This is an optimization exercise on Yosys and OpenROAD, whose aim is small area, not a production implementation. Power and IR drop assume default switching activity.

red:
Design dpc_5x5, start of the top module:
module dpc_5x5(
	input			clk,
	input			reset_n,
	input			bayer_format,
	input	[7:0]	i_dpc_threshold,
	input	[2:0]	i_video_syn,
	input	[7:0]	i_data_r0,
	input	[7:0]	i_data_r1,
	input	[7:0]	i_data_r2,
	input	[7:0]	i_data_r3,
	input	[7:0]	i_data_r4,
	output	[2:0]	o_video_sync,
	output	[7:0]	o_data
);
For scale: roughly 1200 cells after synthesis, about 65 I/O pins, roughly 11000 um2 of cells after synthesis.
Settings: LEC_CHECK=0, ABC_AREA=1, CAP_MARGIN=20, CORE_MARGIN=2, CORE_UTILIZATION=55, CTS_CLUSTER_DIAMETER=100, CTS_CLUSTER_SIZE=30, SLEW_MARGIN=20; clock period 3.5 ns.
standard.sh (not shown) runs the stock make flow with config.mk's settings and CLKGATE_MAP_FILE= SYNTH_SCRIPT=/design/flow/synth_recipe.tcl, a recipe that flattens the netlist after the stock synthesis.
==> flow/flow/run.sh <==
#!/bin/bash
# Layout flow: the standard synthesis, then the combinational logic of
# the synthesised netlist is mapped again (remap.tcl); registers are left
# exactly as the standard synthesis made them. The re-mapped netlist is used
# only if Yosys proves it equivalent to the standard one (check.tcl). The
# rest is the standard layout (floorplan to finish), with the port buffers
# made of the smallest buffer cell and a clock tree of clkbuf_8 cells in
# clusters of up to 18 sinks, without dummy loads.
# Each tool writes its own log here.
set -euo pipefail
R=orfs/results/${FLOW_PLATFORM}/dpc_5x5/base

# 1. standard synthesis
bash standard.sh synth > log_synth.txt 2>&1

# 2. map the combinational logic again, keep it if proven equivalent
cp "$R/1_2_yosys.v" log_1_2_yosys_standard.v
if yosys -c flow/remap.tcl > log_remap.txt 2>&1 && yosys -c flow/check.tcl > log_check.txt 2>&1; then
	echo "re-mapped netlist proven equivalent; using it" > log_choice.txt
	cp remap_out.v "$R/1_2_yosys.v"
	rm -f "$R/1_synth.odb" "$R/1_synth.sdc"
else
	echo "re-mapped netlist not used; keeping the standard netlist" > log_choice.txt
fi

# 3. the rest of the standard layout
bash standard.sh "BUFFER_PORTS_ARGS=-buffer_cell sky130_fd_sc_hd__buf_1" "CTS_ARGS=-sink_clustering_enable -repair_clock_nets -sink_clustering_size 18 -sink_clustering_max_diameter 80 -dont_use_dummy_load -buf_list sky130_fd_sc_hd__clkbuf_8" finish > log_layout.txt 2>&1
==> flow/flow/remap.abc <==
strash
dc2
dch
map -D 2100
topo
stime -c
buffer -c
upsize -c
dnsize -c
==> flow/flow/remap.tcl <==
# Map the combinational part of the standard synthesis netlist again: the
# adder cells that synthesis extracted are dissolved into plain logic and
# ABC maps all logic between the registers again (a dc2 rewrite, then a
# mapping for area under a 2.1 ns required time, then the sizing steps of
# the standard synthesis script),
# with its delay target and constraints. Flip-flops are
# kept as cells (same names and types); only the logic between them changes.
yosys -import
set lib $::env(FLOW_HOME)/platforms/$::env(FLOW_PLATFORM)/lib/sky130_fd_sc_hd__tt_025C_1v80.lib
set top $::env(FLOW_TOP)
set net orfs/results/$::env(FLOW_PLATFORM)/dpc_5x5/base/1_2_yosys.v

read_liberty -ignore_miss_func $lib
read_verilog $net
hierarchy -top $top
# keep every sequential cell as it is
setattr -mod -set keep_hierarchy 1 sky130_fd_sc_hd__df* sky130_fd_sc_hd__edf* sky130_fd_sc_hd__sdf* sky130_fd_sc_hd__dl* sky130_fd_sc_hd__sdl*
flatten
opt_clean
stat -liberty $lib

set dont_use {}
foreach c {probe_p_8 probec_p_8 lpflow_*} { lappend dont_use -dont_use sky130_fd_sc_hd__$c }
abc -script flow/remap.abc -liberty $lib {*}$dont_use -constr flow/abc.constr -D [expr {int($::env(FLOW_PERIOD_NS) * 1000)}]
opt_clean -purge
stat -liberty $lib
select $top
write_verilog -noattr -noexpr -nohex -nodec -selected remap_out.v
Other scripts of this flow, unchanged in this note and not shown: flow/flow/abc.constr, flow/flow/check.tcl
The inputs of blue differ from those of red as listed below.
--- a/flow/flow/run.sh
+++ b/flow/flow/run.sh
@@ -6,4 +6,3 @@
 # rest is the standard layout (floorplan to finish), with the port buffers
-# made of the smallest buffer cell and a clock tree of clkbuf_8 cells in
-# clusters of up to 18 sinks, without dummy loads.
+# made of the smallest buffer cell and a clock tree without dummy loads.
 # Each tool writes its own log here.
@@ -26,2 +25,2 @@
 # 3. the rest of the standard layout
-bash standard.sh "BUFFER_PORTS_ARGS=-buffer_cell sky130_fd_sc_hd__buf_1" "CTS_ARGS=-sink_clustering_enable -repair_clock_nets -sink_clustering_size 18 -sink_clustering_max_diameter 80 -dont_use_dummy_load -buf_list sky130_fd_sc_hd__clkbuf_8" finish > log_layout.txt 2>&1
+bash standard.sh "BUFFER_PORTS_ARGS=-buffer_cell sky130_fd_sc_hd__buf_1" "CTS_ARGS=-sink_clustering_enable -repair_clock_nets -sink_clustering_size 30 -sink_clustering_max_diameter 100 -dont_use_dummy_load" finish > log_layout.txt 2>&1
--- a/flow/flow/remap.abc
+++ b/flow/flow/remap.abc
@@ -3,3 +3,3 @@
 dch
-map -D 2100
+map -D 2700
 topo
--- a/flow/flow/remap.tcl
+++ b/flow/flow/remap.tcl
@@ -3,3 +3,3 @@
 # ABC maps all logic between the registers again (a dc2 rewrite, then a
-# mapping for area under a 2.1 ns required time, then the sizing steps of
+# mapping for area under a 2.7 ns required time, then the sizing steps of
 # the standard synthesis script),
blue finished every step from synthesis to the final layout, and the layout passed the timing, DRC and antenna checks.
For the number of nets in the finished design, blue came in 2.2% higher than red did.
Compared with red, count of non-CTS buffers in the layout in blue increased by more than a quarter.
Run comparison: red slowest cell on the critical path sky130_fd_sc_hd__edfxtp_1; blue slowest cell on the critical path sky130_fd_sc_hd__or4_1
Going from red to blue, longest individual stage delay on the worst path went up 0.03 ns; number of max-cap violations held; summed area of non-filler cells in the final layout went up about 4%; area added between synthesis and finish went up 6.9 points.
On total power: between blue and red, it ends up higher for blue.
Higher total of clock buffers placed in the layout was reported by red, not blue.
blue vs. red: wire length up about 0.75%; placed cell area +about 1.8%; share of power burned in combinational logic was more or less identical.
No run of this note included a check of the RTL's function; only the layout flow was run.

==> re-timing with driven ports <==
How much do the figures lean on ideal ports? The routed layouts below were timed once more, with nothing changed but the port constraints.
Step 1, drivers: a clkbuf_16 drives clk and a buf_2 each remaining input, both assumed.
Step 2 times the ports against the registers' clock, not the clock port: input delays grow and output delays shrink by t, the midpoint of the rising clock arrivals with the driver on.
a / b / c = no drivers / after step 1 / after step 2; a / b = the first two.
run	t (ns)	slack for setup (ns)	worst slew at a driven data input, ns
red	0.561	0.198 / 0.198 / 0.198	0.04
blue	0.535	0.078 / 0.078 / 0.078	0.04
After both steps every run listed still meets setup and hold.
